Background: an optimization exercise with open tools, aiming at small area, a short achievable clock period and few clock cycles per item. Do not read the settings as production practice.
RTL that was checked went through simulation tests only; none was proved equivalent to the original.
Function not checked in runs 1 and 2: the RTL went through the layout flow alone.
Power figures rest on the tool's default switching activity, not on a simulated workload.

[flow/design.v]
`timescale 1ns / 1ps
module acc_cpu(
	input clk,
	input rst,
	output [7:0] imem_addr,
	input [15:0] imem_rdata,
	output dmem_req,
	output dmem_we,
	output [7:0] dmem_addr,
	output [7:0] dmem_wdata,
	input dmem_ack,
	input [7:0] dmem_rdata,
	input [7:0] in_data,
	input in_valid,
	output in_ready,
	output [7:0] out_data,
	output out_valid,
	input out_ready,
	output halted,
	output [7:0] acc,
	output flag_c,
	output flag_z,
	output flag_v
);
localparam S_EXE = 3'd0;   
localparam S_RD1 = 3'd1;   
localparam S_RD2 = 3'd2;   
localparam S_STP = 3'd3;   
localparam S_OVF = 3'd4;   
localparam S_MUL = 3'd5;   
localparam S_DIV = 3'd6;   
reg [2:0] state;
reg [7:0] pc;        
reg [7:0] ACC;
reg C, Z, V;
reg [7:0] RET, IRET;
reg [3:0] HVPI;
reg hlt;
reg [7:0] P;         
reg [2:0] cnt;
reg hi;              
wire [15:0] I = imem_rdata;
wire [4:0] op = I[15:11];
wire [2:0] md = I[10:8];
wire [7:0] n = I[7:0];
wire is_alu = (op[4:3] == 2'b00);
wire is_ld  = (op == 5'b01000);
wire is_st  = (op == 5'b01001);
wire is_shl = (op == 5'b01010);
wire is_shr = (op == 5'b01011);
wire is_in  = (op == 5'b01100);
wire is_out = (op == 5'b01101);
wire is_hlt = (op == 5'b01110);
wire is_hv  = (op == 5'b01111);
wire is_mul = (op == 5'b11000);
wire is_div = (op == 5'b11001);
wire is_br  = (op == 5'b11010);
wire is_bz  = (op == 5'b11011);
wire is_jsr = (op == 5'b11100);
wire is_rts = (op == 5'b11101);
wire is_rti = (op == 5'b11110);
wire is_bad = (op[4:3] == 2'b10) || (op == 5'b11111);
wire aluld = is_alu | is_ld;
wire bad_mode = aluld & (md[2] | (md[1] & md[0]));
wire rd = aluld & ~bad_mode & (md[1] | md[0]);
wire needmem = rd | is_st;
wire ovf_en = (HVPI == 4'd0) | HVPI[0];
wire bi_en = (HVPI == 4'd0) | HVPI[1];
wire ba_en = (HVPI == 4'd0) | HVPI[2];
wire go = ~hlt & ((state == S_EXE) | ((state == S_STP) & dmem_ack & ~needmem));
wire rdv = (state == S_RD1) | (state == S_RD2);
wire [7:0] b = (state == S_MUL) ? P : rdv ? dmem_rdata : n;
wire [2:0] f = op[2:0];
wire [7:0] bx = b ^ {8{f[0]}};
wire [7:0] s7 = {1'b0, ACC[6:0]} + {1'b0, bx[6:0]} + {7'b0, f[0]};
wire c8 = (ACC[7] & bx[7]) | ((ACC[7] ^ bx[7]) & s7[7]);
wire [7:0] sum = {ACC[7] ^ bx[7] ^ s7[7], s7[6:0]};
reg [7:0] res;
always @(*) begin
	case (f[2:1])
	2'b00: res = sum;
	2'b01: res = ACC | bx;
	2'b10: res = ACC & bx;
	default: res = f[0] ? bx : ~ACC;
	endcase
end
wire vout = s7[7] ^ c8;
wire [7:0] hx = ACC ^ bx;
wire [7:0] ho = ACC | bx;
wire zsum = (hx == {ho[6:0], f[0]});
wire zres = (f[2:1] == 2'b00) ? zsum : (res == 8'd0);
reg mbit, mlast;
always @(*) begin
	case (cnt)
	3'd0: begin mbit = n[0]; mlast = (n[7:1] == 7'd0); end
	3'd1: begin mbit = n[1]; mlast = (n[7:2] == 6'd0); end
	3'd2: begin mbit = n[2]; mlast = (n[7:3] == 5'd0); end
	3'd3: begin mbit = n[3]; mlast = (n[7:4] == 4'd0); end
	3'd4: begin mbit = n[4]; mlast = (n[7:5] == 3'd0); end
	3'd5: begin mbit = n[5]; mlast = (n[7:6] == 2'd0); end
	3'd6: begin mbit = n[6]; mlast = (n[7] == 1'b0); end
	default: begin mbit = n[7]; mlast = 1'b1; end
	endcase
end
wire dge = hi | c8;
wire [7:0] drem = dge ? sum : ACC;
wire n_one = (n == 8'd1);
wire dq0 = n_one & ACC[7];
wire [7:0] pc1 = pc + 8'd1;
reg [7:0] nxt;
reg adv;             
always @(*) begin
	adv = 1'b0;
	nxt = pc1;
	if (state == S_OVF) begin
		adv = 1'b1;
		nxt = 8'd100;
	end else if (go) begin
		adv = 1'b1;
		if (bad_mode) begin
			if (ba_en) nxt = 8'd120;
		end else if (is_bad) begin
			if (bi_en) nxt = 8'd110;
		end else if (rd) begin
			adv = 1'b0;
		end else if (is_in) begin
			adv = in_valid;
		end else if (is_out) begin
			adv = out_ready;
		end else if (is_hlt) begin
			adv = 1'b0;
		end else if (is_mul) begin
			adv = mlast;
		end else if (is_div) begin
			adv = (n == 8'd0);
		end else if (is_br | (is_bz & Z) | is_jsr) begin
			nxt = n;
		end else if (is_rts) begin
			nxt = RET;
		end else if (is_rti) begin
			nxt = IRET;
		end
	end else if (state == S_RD1) begin
		adv = dmem_ack & ~md[1];
	end else if (state == S_RD2) begin
		adv = dmem_ack;
	end else if (state == S_MUL) begin
		adv = mlast;
	end else if (state == S_DIV) begin
		adv = (cnt == 3'd7);
	end
end
assign imem_addr = rst ? 8'd0 : adv ? nxt : pc;
assign dmem_req = ~rst & ((go & needmem) | (state == S_RD1) | (state == S_RD2) | (state == S_STP));
assign dmem_we = (state == S_STP) | (go & is_st);
assign dmem_addr = ((state == S_RD2) | (state == S_STP)) ? P : n;
assign dmem_wdata = ACC;
assign in_ready = ~rst & go & is_in;
assign out_valid = ~rst & go & is_out;
assign out_data = ACC;
assign halted = hlt;
assign acc = ACC;
assign flag_c = C;
assign flag_z = Z;
assign flag_v = V;
wire ex_op = (go & aluld & ~bad_mode & ~rd) | (rdv & dmem_ack & ~((state == S_RD1) & md[1]));
always @(posedge clk) begin
	if (rst) begin
		state <= S_EXE;
		pc <= 8'd0;
		ACC <= 8'd0;
		C <= 1'b0;
		Z <= 1'b0;
		V <= 1'b0;
		RET <= 8'd0;
		IRET <= 8'd0;
		HVPI <= 4'd0;
		hlt <= 1'b0;
		P <= 8'd0;
		cnt <= 3'd0;
		hi <= 1'b0;
	end else begin
		pc <= imem_addr;
		if (ex_op) begin
			if (is_ld) begin
				ACC <= b;
				state <= S_EXE;
			end else begin
				ACC <= res;
				C <= c8;
				Z <= zres;
				V <= vout;
				if (vout & ovf_en) begin
					IRET <= pc1;
					state <= S_OVF;
				end else begin
					state <= S_EXE;
				end
			end
		end else if (state == S_OVF) begin
			state <= S_EXE;
		end else if (go) begin
			state <= S_EXE;
			if (bad_mode) begin
				if (ba_en) IRET <= pc1;
			end else if (is_bad) begin
				if (bi_en) IRET <= pc1;
			end else if (rd) begin
				state <= S_RD1;
			end else if (is_st) begin
				P <= n;
				state <= S_STP;
			end else if (is_shl) begin
				ACC <= {ACC[6:0], 1'b0};
			end else if (is_shr) begin
				ACC <= {1'b0, ACC[7:1]};
			end else if (is_in) begin
				if (in_valid) ACC <= in_data;
			end else if (is_hlt) begin
				hlt <= 1'b1;
			end else if (is_hv) begin
				HVPI <= n[3:0];
			end else if (is_mul) begin
				ACC <= mbit ? ACC : 8'd0;
				P <= {ACC[6:0], 1'b0};
				if (!mlast) begin
					cnt <= 3'd1;
					state <= S_MUL;
				end
			end else if (is_div) begin
				if (n == 8'd0) begin
					ACC <= 8'hff;
				end else if (!c8) begin
					P <= 8'd0;
					ACC <= 8'd0;
					hi <= 1'b0;
					cnt <= 3'd7;
					state <= S_DIV;
				end else begin
					P <= {ACC[6:0], dq0};
					ACC <= {6'd0, ACC[7] & ~dq0, ACC[6]};
					hi <= 1'b0;
					cnt <= 3'd1;
					state <= S_DIV;
				end
			end else if (is_jsr) begin
				RET <= pc1;
			end
		end else if (state == S_RD1) begin
			if (dmem_ack) begin
				P <= dmem_rdata;
				state <= S_RD2;
			end
		end else if (state == S_STP) begin
			if (dmem_ack) state <= S_EXE;
		end else if (state == S_MUL) begin
			if (mbit) ACC <= sum;
			P <= {P[6:0], 1'b0};
			cnt <= cnt + 3'd1;
			if (mlast) begin
				cnt <= 3'd0;
				state <= S_EXE;
			end
		end else if (state == S_DIV) begin
			P <= {P[6:0], dge};
			cnt <= cnt + 3'd1;
			if (cnt == 3'd7) begin
				ACC <= {P[6:0], dge};
				state <= S_EXE;
			end else begin
				ACC <= {drem[6:0], P[6]};
				hi <= drem[7];
			end
		end
	end
end
endmodule
[flow/run.sh]
#!/bin/bash
# synth_recipe.tcl (not shown) runs the flow's synth.tcl, then flattens the netlist and writes it again
# the make line also repeats each setting of config.mk as NAME=value (left out here)
make -C /OpenROAD-flow-scripts/flow DESIGN_CONFIG=/design/flow/config.mk WORK_HOME=/design/flow/orfs CLKGATE_MAP_FILE= SYNTH_SCRIPT=/design/flow/synth_recipe.tcl finish
[flow/config.mk]
export PLATFORM = sky130hd
export DESIGN_NAME = acc_cpu
export DESIGN_NICKNAME = acc_cpu
export VERILOG_FILES = /design/flow/design.v
export SDC_FILE = /design/flow/constraint.sdc
export NUM_CORES = 4
export LEC_CHECK = 0
export CAP_MARGIN = 20
export CORE_MARGIN = 2
export CORE_UTILIZATION = 40
export PLACE_DENSITY = 0.6
export SLEW_MARGIN = 20
[flow/constraint.sdc]
create_clock -name core_clock -period 7.0 [get_ports {clk}]
set_input_delay 1.4000 -clock core_clock [delete_from_list [all_inputs] [get_ports {clk}]]
set_output_delay 1.4000 -clock core_clock [all_outputs]
set_load 0.01 [all_outputs]
==> run summary, run 1 <==
Non-Filler Cell Area, Final 0.00744 mm^2; Placement Cell Area 0.00729 mm^2; CP Depth 11; HPWL after DPL 19.5 mm; Yosys reg bits 55; Crit Path Category input pin to output pin; fin crit share 0.899; Max Cap Viol 0; Setup Skew 0.0124 ns; Buf+Inv Stages, Crit Path 5; achievable frequency 0.159 GHz; minimum clock period 6.29 ns; R2R Setup Slk 1.29 ns; count leader, synth nor2_1; Fillers 1583; vias in the first global route 6639; endpoint class of the critical path output pin; first-pass GRT wire length 38.5 mm; RSZ-0062 raised after global routing false; Int Power 0.793 mW; CP cell instances clkdlybuf4s50_1 > buf_4 > inv_1 > buf_4 > a2bb2oi_1 > o221ai_2 > o21a_1 > a21oi_2 > nor3_1 > a2111oi_0 > clkdlybuf4s50_1; Die ar. 0.0169 mm^2; core box area 0.0157 mm^2; clock-pin slew on the worst setup and hold paths 0.07 ns; Fin Hold WS 0.467 ns; Final nets 973; Vias/cell 6.47; initial antenna violation count 0; share of cells above drive strength 1 0.0965; wire length per cell 22.6 um; Lkg Pwr 2.65 nW; post-synthesis cell type count 92; EDFF count, synth 0; Seq. cell area 0.00110 mm^2; pins over their slew limit 0; largest net degree at the start of global routing 35; max incr delay on CP 0.73 ns; Crit path max-delay family buffers and inverters; die span in x 130 um; Top-Level Pins 85; CP Data Required Time 5.60 ns; most common flop cell mapped by yosys dfxtp_1; overall routing resource usage 0.298; GPL Wtd Cong 1.02; Synth async-reset ratio 0; Seq/Total Area, Yosys 0.173; worst-path maximum fanout 11; status complete, no violations; actual slew at the worst max-slew pin 0.976 ns; largest area contributor in the synthesized netlist dfxtp_1; routed wire length 25.5 mm; final setup fails 0; diode count 0; grt ovf 0; clock tree buffer depth 2; via count 7297; Hold Crit Class register to register; top post-synthesis cells by area dfxtp_1 17%, nor2_1 5.0%, nand2_1 4.7%; Setup TNS 0 ns; crit path from imem_rdata[11]; Design Power 1.42 mW; Worst Setup EP imem_addr[5]; startpoint types input pin; Avg Inst Size Synth 7.33 um^2; # hold bufs at CTS 0; synthesized cell area 0.00636 mm^2; starting density of the core 0.405; CTS tree yes; Worst path slowest cell clkdlybuf4s50_1; switching share of total power 0.440; Comb power frac 0.518; final setup margin 0.706 ns; DR pass1 iterations 6; Clock power frac 0.199; DR iter-0 viols 1074; site row count 46; H-tree levels 2; Inserted Clock Buffers 5; CTS sink count 55; Port Buf Inserts 84; Power Dens Cells 190 mW/mm^2; later-pin clock latency in the skew report 0.32 ns; critical path arrival 4.89 ns; Reg power frac 0.283; P_sw 0.623 mW; Area growth syn-to-layout 17.0%; setup slack at placement 0.578 ns; clk root buf clkbuf_16; postcts setup bufs 0; Die Ht 130 um; Worst R2R Start state[1]; Rel. slew slack 0.341; DRC violations left 0; Synth Net Count 930; Final Hold Vio Count 0; ANT nets after route 0; Synth Instances 868; synth warn 1; top-area cell type share of the netlist area 0.173; Max IR drop VDD 105 uV; post-CTS sizing 0; top cells by count, synth 84 x nor2_1, 80 x nand2_1, 55 x dfxtp_1, 45 x a21oi_1, 44 x clkbuf_1; FF-to-FF End ACC[7]; multi-input gate area in the final layout 0.00473 mm^2; Reg2Reg Depth 19
-- sequential cells by signal, indices dropped and copies added, names as in the netlist, 3 cells and up --
register	flops
ACC	8
IRET	8
P	8
RET	8
pc	8
HVPI	4
cnt	3
state	3
-- layout by cell type, fill, tap and decap left out, drive strengths merged, types with 5 or more instances in the layout --
cell type / n
xor2: 13
nand4: 7
nor2: 86
o22ai: 10
and3: 15
a31o: 5
a211o: 8
nand2: 80
o21a: 8
o211ai: 9
dfxtp: 55
clkbuf: 6
o21ai: 41
a211oi: 36
nand3: 19
nor3b: 6
a21o: 10
nor4: 10
a31oi: 20
clkdlybuf4s50: 83
mux2i: 12
inv: 35
o221ai: 11
a2111oi: 10
nor3: 35
and2: 11
nand2b: 11
o311ai: 8
a222oi: 7
buf: 30
ha: 23
xnor2: 14
or2: 9
a311oi: 15
or3: 12
nor2b: 18
a21oi: 48
mux2: 16
-- power groups by stage --
stage	Sequential, mW	Combinational [mW]	Clock, mW
2_1_floorplan	0.385	0.489	0
3_3_place_gp	0.406	0.717	0
3_5_place_dp	0.406	0.716	0
4_1_cts	0.399	0.721	0.286
5_1_grt	0.406	0.789	0.296
6_report	0.401	0.734	0.282
-- area by class of cell --
class | count | area share
multi-input cells | 701 | 0.636
flip-flops and latches | 55 | 0.148
repair buffers | 113 | 0.142
well taps | 216 | 0.0363
clock buffers | 6 | 0.0187
inverters | 35 | 0.0177
clock inverters | 2 | 0.00219
-- metal layers --
metal / up-vias / track usage / part of all wire
met4: 0 / 0.107 / 0.035
met5: - / 0 / 0
met2: 443 / 0.467 / 0.44
met3: 69 / 0.0537 / 0.095
met1: 3443 / 0.412 / 0.43
li1: 3342 / - / -
-- worst min path at each step --
stage / from / end / slack [ns] / cells after the start
2_1_floorplan: IRET[1] / IRET[1] / 0.44 / 2
3_3_place_gp: V / V / 0.46 / 2
3_5_place_dp: V / V / 0.45 / 2
4_1_cts: V / V / 0.47 / 2
5_1_grt: V / V / 0.50 / 2
6_report: V / V / 0.47 / 2
-- metrics by stage --
step / std cells / utilization
after floorplan: 868 / -
after global placement: 1120 / 0.464
after detailed placement: 1120 / 0.464
after CTS: 1128 / 0.474
after global routing: 1128 / 0.474
final: 1128 / 0.474
-- worst reg2reg max path: stages, from the launching register on --
cell and delay, ns:
dfxtp_1 0.71, buf_4 0.31, nand2b_1 0.28, o22ai_1 0.13
a211oi_1 0.57, xnor2_1 0.22, inv_1 0.07, ha_1 0.44
nand4_1 0.17, o21ai_0 0.12, a2111oi_2 0.53, nor2_1 0.14
fa_1 0.54, or2_2 0.40, and3_1 0.24, o211ai_1 0.14
o211ai_1 0.15, nor3_1 0.21, o311ai_1 0.12, a21oi_1 0.15
-- logic make-up after synthesis --
family,after synthesis,share of synthesized area
AOI/OAI and AO/OA,291,0.340
and+or+nand+nor,330,0.260
buffers and inverters,112,0.0830
xor gates and xnor gates,27,0.0413
adders and majority gates,25,0.0515
DFF,55,0.173
muxes,28,0.0507
==> run 2: changes to the inputs <==
--- a/flow/config.mk
+++ b/flow/config.mk
@@ -7,2 +7,3 @@
 export LEC_CHECK = 0
+export ABC_CLOCK_PERIOD_IN_PS = 3500
 export CAP_MARGIN = 20
@@ -11,2 +12,3 @@
 export PLACE_DENSITY = 0.6
+export SETUP_SLACK_MARGIN = 3.5
 export SLEW_MARGIN = 20
==> run 2 against run 1 <==
Compared with the run above:
- sequential cell count unchanged
- clock skew decreased by 0.0021 ns
- largest cell class unchanged
- clock power increased by 2%
- critical path type unchanged
- synthesized area unchanged
- critical endpoint unchanged
- combinational power increased by 43%
- die area unchanged
- maximum frequency increased by 25%
- global-route usage increased by 3.5 points
- still clean on timing, DRC and antenna
- utilization increased by 11 points
- sequential share of layout area decreased by 2.8 points
- routed wire length increased by 12%
==> run summary, run 2 <==
minimum clock period 5.05 ns (-1.24 ns); Avg Inst Size Synth 7.33 um^2 (unchanged); grt ovf 0 (unchanged); site row count 46 (unchanged); Hold Crit Class register to register; top post-synthesis cells by area dfxtp_1 17%, nor2_1 5.0%, nand2_1 4.7%; Clock power frac 0.164 (-0.035); ANT nets after route 0 (unchanged); routed wire length 28.5 mm (+12%); Max IR drop VDD 119 uV (+13%); synth warn 1 (unchanged); fin crit share 0.721 (-0.178); most common cell after layout, fill and taps aside buf_4; crit path from imem_rdata[12]; Fin Hold WS 0.478 ns (+0.0107 ns); achievable frequency 0.198 GHz (+25%); worst-path maximum fanout 19 (+8); CP Data Required Time 5.60 ns (about the same); clock-pin slew on the worst setup and hold paths 0.08 ns (about the same); die span in x 130 um (unchanged); Design Power 1.75 mW (+23%); max incr delay on CP 0.37 ns (-0.36 ns); core box area 0.0157 mm^2 (unchanged); P_sw 0.767 mW (+23%); wire length per cell 23.4 um (+3.4%); RSZ-0062 raised after global routing true; critical path arrival 3.65 ns (-1.24 ns); CTS sink count 55 (unchanged); initial antenna violation count 0 (unchanged); count leader, synth nor2_1; Placement Cell Area 0.00750 mm^2 (+2.9%); diode count 0 (unchanged); Crit Path Category input pin to output pin; H-tree levels 2 (unchanged); post-layout util 0.587 (+0.113); Setup TNS 0 ns (unchanged); Port Buf Inserts 84 (unchanged); Max Cap Viol 0 (unchanged); vias in the first global route 7466 (+12%); CTS tree yes; Seq/Total Area, Yosys 0.173 (unchanged); Synth async-reset ratio 0 (unchanged); starting density of the core 0.405 (unchanged); Worst path slowest cell a311oi_1; post-synthesis cell type count 92 (unchanged); DRC violations left 0 (unchanged); most common flop cell mapped by yosys dfxtp_1; Non-Filler Cell Area, Final 0.00922 mm^2 (+24%); endpoint class of the critical path output pin; Top-Level Pins 85 (unchanged); CP cell instances buf_6 > buf_6 > nor2_4 > a22oi_1 > or2_4 > nor2_1 > a311oi_1 > o32ai_1 > a2111oi_4 > buf_2; Synth Instances 868 (unchanged); final setup fails 0 (unchanged); top cells by count, synth 84 x nor2_1, 80 x nand2_1, 55 x dfxtp_1, 45 x a21oi_1, 44 x clkbuf_1; Crit path max-delay family compound AO/OA/AOI/OAI gates; DR iter-0 viols 1223 (+14%); most frequent cells in the layout 83 x buf_4, 76 x nor2_1, 67 x nand2_1; Inserted Clock Buffers 5 (unchanged); clk root buf clkbuf_16; later-pin clock latency in the skew report 0.32 ns (about the same); DR pass1 iterations 8 (+2); Buf+Inv Stages, Crit Path 3 (-2); share of cells above drive strength 1 0.337 (+0.240); Int Power 0.978 mW (+23%); first-pass GRT wire length 43.3 mm (+12%); Top cell by count, worst path buf_6; Area growth syn-to-layout 44.9%; Yosys reg bits 55 (unchanged); pins over their slew limit 0 (unchanged); Power Dens Cells 189 mW/mm^2 (-0.49%); overall routing resource usage 0.333 (+0.0348); Final nets 1062 (+9.1%); Worst R2R Start state[0]; hold wc startpoint C; EDFF count, synth 0 (unchanged); Setup Skew 0.0102 ns (-0.00211 ns); actual slew at the worst max-slew pin 0.998 ns (+0.0220 ns); Lkg Pwr 3.41 nW (+29%); HPWL after DPL 19.3 mm (-0.95%); Vias/cell 6.51 (+0.69%); largest area contributor in the synthesized netlist dfxtp_1; via count 7927 (+8.6%); Reg power frac 0.233 (-0.050); # hold bufs at CTS 0 (unchanged); Rel. slew slack 0.332 (-0.00889); Final Hold Vio Count 0 (unchanged); Comb power frac 0.603 (+0.085); status complete, no violations; top-area cell type share of the netlist area 0.173 (unchanged); switching share of total power 0.440 (about the same); GPL Wtd Cong 0.974 (-4.3%); Die ar. 0.0169 mm^2 (unchanged); Synth Net Count 930 (unchanged); startpoint types input pin; clock tree buffer depth 2 (unchanged); Die Ht 130 um (unchanged); largest net degree at the start of global routing 60 (+71%); synthesized cell area 0.00636 mm^2 (unchanged)
-- run 2: cell counts after synthesis --
Identical to the previous run, type by type.
-- run 2: tightest hold or removal path, delay by kind of cell (launching register included) --
kind             cells  cell delay (ns)
flip-flops           1             0.32
AO/OA/AOI/OAI        1             0.06
AND/OR/NAND/NOR      1             0.05
-- run 2: logic make-up after synthesis --
logic type               after synthesis  synth area share
buffers and inverters                112            0.0830
AO/OA/AOI/OAI                        291             0.340
adder cells (fa/ha/maj)               25            0.0515
XOR/XNOR                              27            0.0413
flip-flops                            55             0.173
multiplexers                          28            0.0507
AND/OR/NAND/NOR                      330             0.260
-- run 2: path summary, 6_finish.rpt --
kind	end	slack (ns)	depth (start not counted)
worst min register to register	C	0.48	2
worst max register to register	ACC[3]	2.49	20
worst max-delay path	imem_addr[5]	1.95	10
worst min-delay path	C	0.48	2
-- run 2: layout make-up --
class | instances | area, um^2
Fill cell | 1437 | 6490
Multi-Input combinational cell | 701 | 5640
Timing Repair Buffer | 202 | 1920
Sequential cell | 55 | 1110
Tap cell | 216 | 270
Inverter | 35 | 138
Clock buffer | 5 | 125
Clock inverter | 3 | 23.8
-- run 2: power by group through the flow --
stage / combinational, mW / clock (mW) / sequential [mW]
CTS: 0.951 / 0.287 / 0.403
global placement: 0.772 / 0 / 0.408
floorplan: 0.571 / 0 / 0.385
global route: 1.11 / 0.296 / 0.410
finish: 1.05 / 0.287 / 0.406
detailed placement: 0.769 / 0 / 0.408
-- run 2: routing by layer --
layer / global-route usage / vias to the layer above / wire [um]
met3: 0.0746 / 125 / 3190
met5: 0 / - / 0
met2: 0.504 / 542 / 12400
met1: 0.458 / 3718 / 11600
met4: 0.137 / 0 / 1270
li1: - / 3542 / -
-- run 2: through the flow --
stage	cells	setup slack, ns
floorplan	868	2.21
global placement	1110	0.783
detailed placement	1110	0.723
CTS	1197	1.91
global route	1217	1.89
finish	1217	1.95
-- run 2: repair_timing --
item | CTS | global route
setup endpoints to repair | 74 | 57
cloned | 2 | 0
setup buffers | 77 | 20
pin swaps | 79 | 38
resized for setup | 294 | 67
==> run 3: changes to the inputs <==
--- a/flow/design.v
+++ b/flow/design.v
@@ -87,6 +87,2 @@
 wire vout = s7[7] ^ c8;
-wire [7:0] hx = ACC ^ bx;
-wire [7:0] ho = ACC | bx;
-wire zsum = (hx == {ho[6:0], f[0]});
-wire zres = (f[2:1] == 2'b00) ? zsum : (res == 8'd0);
 reg mbit, mlast;
@@ -134,3 +130,3 @@
 		end else if (is_div) begin
-			adv = (n == 8'd0);
+			adv = (n == 8'd0) | ~c8;
 		end else if (is_br | (is_bz & Z) | is_jsr) begin
@@ -190,3 +186,3 @@
 				C <= c8;
-				Z <= zres;
+				Z <= (res == 8'd0);
 				V <= vout;
@@ -233,7 +229,3 @@
 				end else if (!c8) begin
-					P <= 8'd0;
 					ACC <= 8'd0;
-					hi <= 1'b0;
-					cnt <= 3'd7;
-					state <= S_DIV;
 				end else begin
--- a/flow/config.mk
+++ b/flow/config.mk
@@ -7,3 +7,2 @@
 export LEC_CHECK = 0
-export ABC_CLOCK_PERIOD_IN_PS = 3500
 export CAP_MARGIN = 20
@@ -12,3 +11,2 @@
 export PLACE_DENSITY = 0.6
-export SETUP_SLACK_MARGIN = 3.5
 export SLEW_MARGIN = 20
==> run 3 against run 2 <==
Compared with the run above:
- sequential share of layout area increased by 2.4 points
- sequential cell count stayed put
- hold slack better by 0.0075 ns
- critical endpoint is now imem_addr[4]
- still clean
- register-to-register slack worse by 0.30 ns
==> run summary, run 3 <==
status complete, no violations; Worst path slowest cell clkdlybuf4s50_1; most common cell after layout, fill and taps aside nand2_1; Final Non-Filler Cells 1139 (-6.4%); Die Ht 127 um (-2.3%); wire length per cell 21.1 um (-9.6%); endpoint class of the critical path output pin; Inserted Clock Buffers 5 (unchanged); max incr delay on CP 0.43 ns (+0.06 ns); CP Data Required Time 5.60 ns (about the same); initial antenna violation count 0 (unchanged); diode count 0 (unchanged); Synth Net Count 916 (-1.5%); Hold Path Stages 2 (unchanged); minimum clock period 6.77 ns (+1.72 ns); Placement Cell Area 0.00734 mm^2 (-2.1%); top post-synthesis cells by area dfxtp_1 18%, mux2i_1 6.1%, nand2_1 6.1%; count leader, synth nand2_1; Fillers 1542 (+7.3%); Vias/cell 6.20 (-4.8%); clk root buf clkbuf_16; DR iter-0 viols 677 (-45%); Area growth syn-to-layout 25.8%; synth warn 1 (unchanged); Seq. cell area 0.00110 mm^2 (-0.68%); post-synthesis cell type count 78 (-15%); DRC violations left 0 (unchanged); startpoint types input pin; Buf+Inv Stages, Crit Path 8 (+5); share of cells above drive strength 1 0.148 (-0.188); Seq/Total Area, Yosys 0.182 (+0.00850); Top cell by count, worst path buf_4; EDFF count, synth 0 (unchanged); Top-Level Pins 85 (unchanged); CTS sink count 55 (unchanged); achievable frequency 0.148 GHz (-25%); most frequent cells in the layout 97 x nand2_1, 95 x nor2_1, 81 x buf_4; Reg2Reg Depth 23 (+15%); synthesized cell area 0.00606 mm^2 (-4.7%); most common flop cell mapped by yosys dfxtp_1; clock tree buffer depth 2 (unchanged); FF-to-FF End ACC[3]; final setup fails 0 (unchanged); R2R Setup Slk 2.19 ns (-0.30 ns); multi-input gate area in the final layout 0.00458 mm^2 (-19%); first-pass GRT wire length 36.9 mm (-15%); Worst R2R Start state[2]; grt ovf 0 (unchanged); worst-path maximum fanout 7 (-12); Synth Instances 854 (-1.6%); top-area cell type share of the netlist area 0.182 (+0.00850); # hold bufs at CTS 0 (unchanged); placed cells 1127 (+1.5%); Synth async-reset ratio 0 (unchanged); largest area contributor in the synthesized netlist dfxtp_1; Rel. slew slack 0.303 (-0.0289); Final nets 1012 (-4.7%); clock-pin slew on the worst setup and hold paths 0.08 ns (about the same); Fin Hold WS 0.485 ns (+0.00750 ns); Power Dens Cells 167 mW/mm^2 (-12%); Setup Skew 0.00874 ns (-0.00150 ns); actual slew at the worst max-slew pin 1.04 ns (+0.0414 ns); GPL Wtd Cong 0.967 (-0.72%); routed wire length 24.1 mm (-15%); Max IR drop VDD 139 uV (+16%); Crit Path Category input pin to output pin; site row count 45 (-2.2%); via count 7066 (-11%); starting density of the core 0.403 (-0.00151); Die ar. 0.0162 mm^2 (-4.5%); HPWL after DPL 18.3 mm (-5.0%); Avg Inst Size Synth 7.10 um^2 (-3.1%); pins over their slew limit 0 (unchanged); vias in the first global route 6562 (-12%); largest net degree at the start of global routing 36 (-40%); critical path arrival 5.37 ns (+1.72 ns); ANT nets after route 0 (unchanged); Max Cap Viol 0 (unchanged); post-layout util 0.507 (-0.0794); Port Buf Inserts 84 (unchanged); fin crit share 0.967 (+0.245); H-tree levels 2 (unchanged); Non-Filler Cell Area, Final 0.00763 mm^2 (-17%); Hold Crit Class register to register; RSZ-0062 raised after global routing true; Yosys reg bits 55 (unchanged); top cells by count, synth 98 x nand2_1, 95 x nor2_1, 55 x dfxtp_1, 48 x o21ai_0, 44 x a21oi_1; later-pin clock latency in the skew report 0.32 ns (about the same); overall routing resource usage 0.290 (-0.0432); Crit path max-delay family buffers and inverters; die span in x 127 um (-2.3%); CTS tree yes; DR pass1 iterations 5 (-3); hold wc startpoint IRET[1]; Final Hold Vio Count 0 (unchanged); Design Power 1.28 mW (-27%); Lkg Pwr 3.01 nW (-12%); core box area 0.0150 mm^2 (-4.3%); Hold EP IRET[1]
-- run 3: cell types whose count changed in the layout (fill, tap and decap cells not counted), sizes merged, moves of 12 or more --
cell / delta
nand2: +19
mux2i: +25
clkdlybuf4s50: +32
buf: -58
a311oi: -12
-- run 3: metal layers --
| metal | global-route usage | routed length, um | up-vias |
|---|---|---|---|
| li1 | - | - | 3343 |
| met1 | 0.389 | 10500 | 3313 |
| met2 | 0.481 | 11100 | 342 |
| met3 | 0.0339 | 1550 | 68 |
| met4 | 0.105 | 981 | 0 |
| met5 | 0 | 0 | - |
-- run 3: cell families (layout without fill, tap and decap cells) --
family / Yosys count / count (layout) / synth area share
AOI/OAI and AO/OA: 259 / 259 / 0.306
xor gates and xnor gates: 18 / 18 / 0.0260
adders and majority gates: 25 / 25 / 0.0541
buffers and inverters: 108 / 205 / 0.0819
DFF: 55 / 55 / 0.182
muxes: 43 / 43 / 0.0722
and+or+nand+nor: 346 / 346 / 0.278
-- run 3: repair_timing --
item	CTS	global route
setup buffers	3	1
pin swaps	6	11
setup endpoints to repair	8	8
cloned	0	0
gates resized for setup	28	23
-- run 3: worst max path at each step --
stage                         from  slack [ns]  cells past startpoint            to
floorplan           imem_rdata[11]        0.56                     18  imem_addr[1]
global placement     imem_rdata[3]       -0.34                     22  imem_addr[4]
detailed placement   imem_rdata[3]       -0.46                     22  imem_addr[4]
CTS                  dmem_rdata[4]        0.04                     25  imem_addr[3]
global route         dmem_rdata[4]      -0.007                     26  imem_addr[4]
finish               dmem_rdata[4]        0.23                     26  imem_addr[4]
-- run 3: final cells by class --
cell class,count,share of cell area
sequential,55,0.144
clock inverter,3,0.00656
timing repair buffer,166,0.186
multi-input combinational,691,0.600
tap,188,0.0308
inverter,31,0.0153
clock buffer,5,0.0164
-- run 3: worst reg2reg max path, stage by stage, from the launching register on --
cell and delay [ns]:
dfxtp_1 0.71, mux2_2 0.40, a32oi_1 0.14, o21ai_1 0.08
buf_4 0.17, xnor2_4 0.14, inv_1 0.06, ha_1 0.28
nand2_1 0.09, a21oi_1 0.06, a211oi_1 0.22, buf_4 0.19
nand4_1 0.14, nand2_2 0.14, fa_2 0.21, buf_4 0.17
nor2b_1 0.52, nor2_1 0.10, a21oi_1 0.12, o21ai_0 0.08
a21oi_1 0.21, o2111ai_1 0.20, nand3_1 0.17, a21oi_1 0.07
-- run 3: stage by stage --
stage | setup WS, ns | TNS, ns
finish | 0.233 | 0
global route | -0.00748 | -0.00748
CTS | 0.0439 | 0
detailed placement | -0.458 | -3.29
global placement | -0.340 | -2.33
floorplan | 0.564 | 0
-- run 3: power by group --
group / switching, mW / internal (mW)
logic: 0.327 / 0.256
registers: 0.0363 / 0.337
clock network: 0.146 / 0.174
total: 0.508 / 0.767
Testbench counts of run 3, summed over its fixed seeds: cycles 152,102, programs 480.

re-timing with driven ports:
In the flow no input, the clock included, has a driving cell. The finished layouts below were timed again as built, in two steps. Step 1: set_driving_cell puts a clkbuf_16 on clk and a buf_2 on each other input, an assumption about the parent block. Step 2, shift: input delay + t, output delay - t, t = (earliest + latest rising clock arrival at the registers) / 2. This alone moves slack from input paths to output paths. Three values: ideal, step 1, step 2; two values: the first two.
run	t, ns	setup WS [ns]	worst register clock-pin slew, ns	worst slew at a driven data input, ns	cell pins on the clock port's net
run 1	0.353	0.706 / 0.683 / 0.483	0.08 / 0.08	0.04	1
run 2	0.366	1.950 / 1.911 / 1.911	0.09 / 0.09	0.06	1
run 3	0.351	0.233 / 0.207 / 0.207	0.09 / 0.09	0.04	1
After both steps setup and hold are still met in every run listed. The setup slack of run 1, which loses most, moves by -0.023 ns with the drivers and by -0.223 ns with both steps.
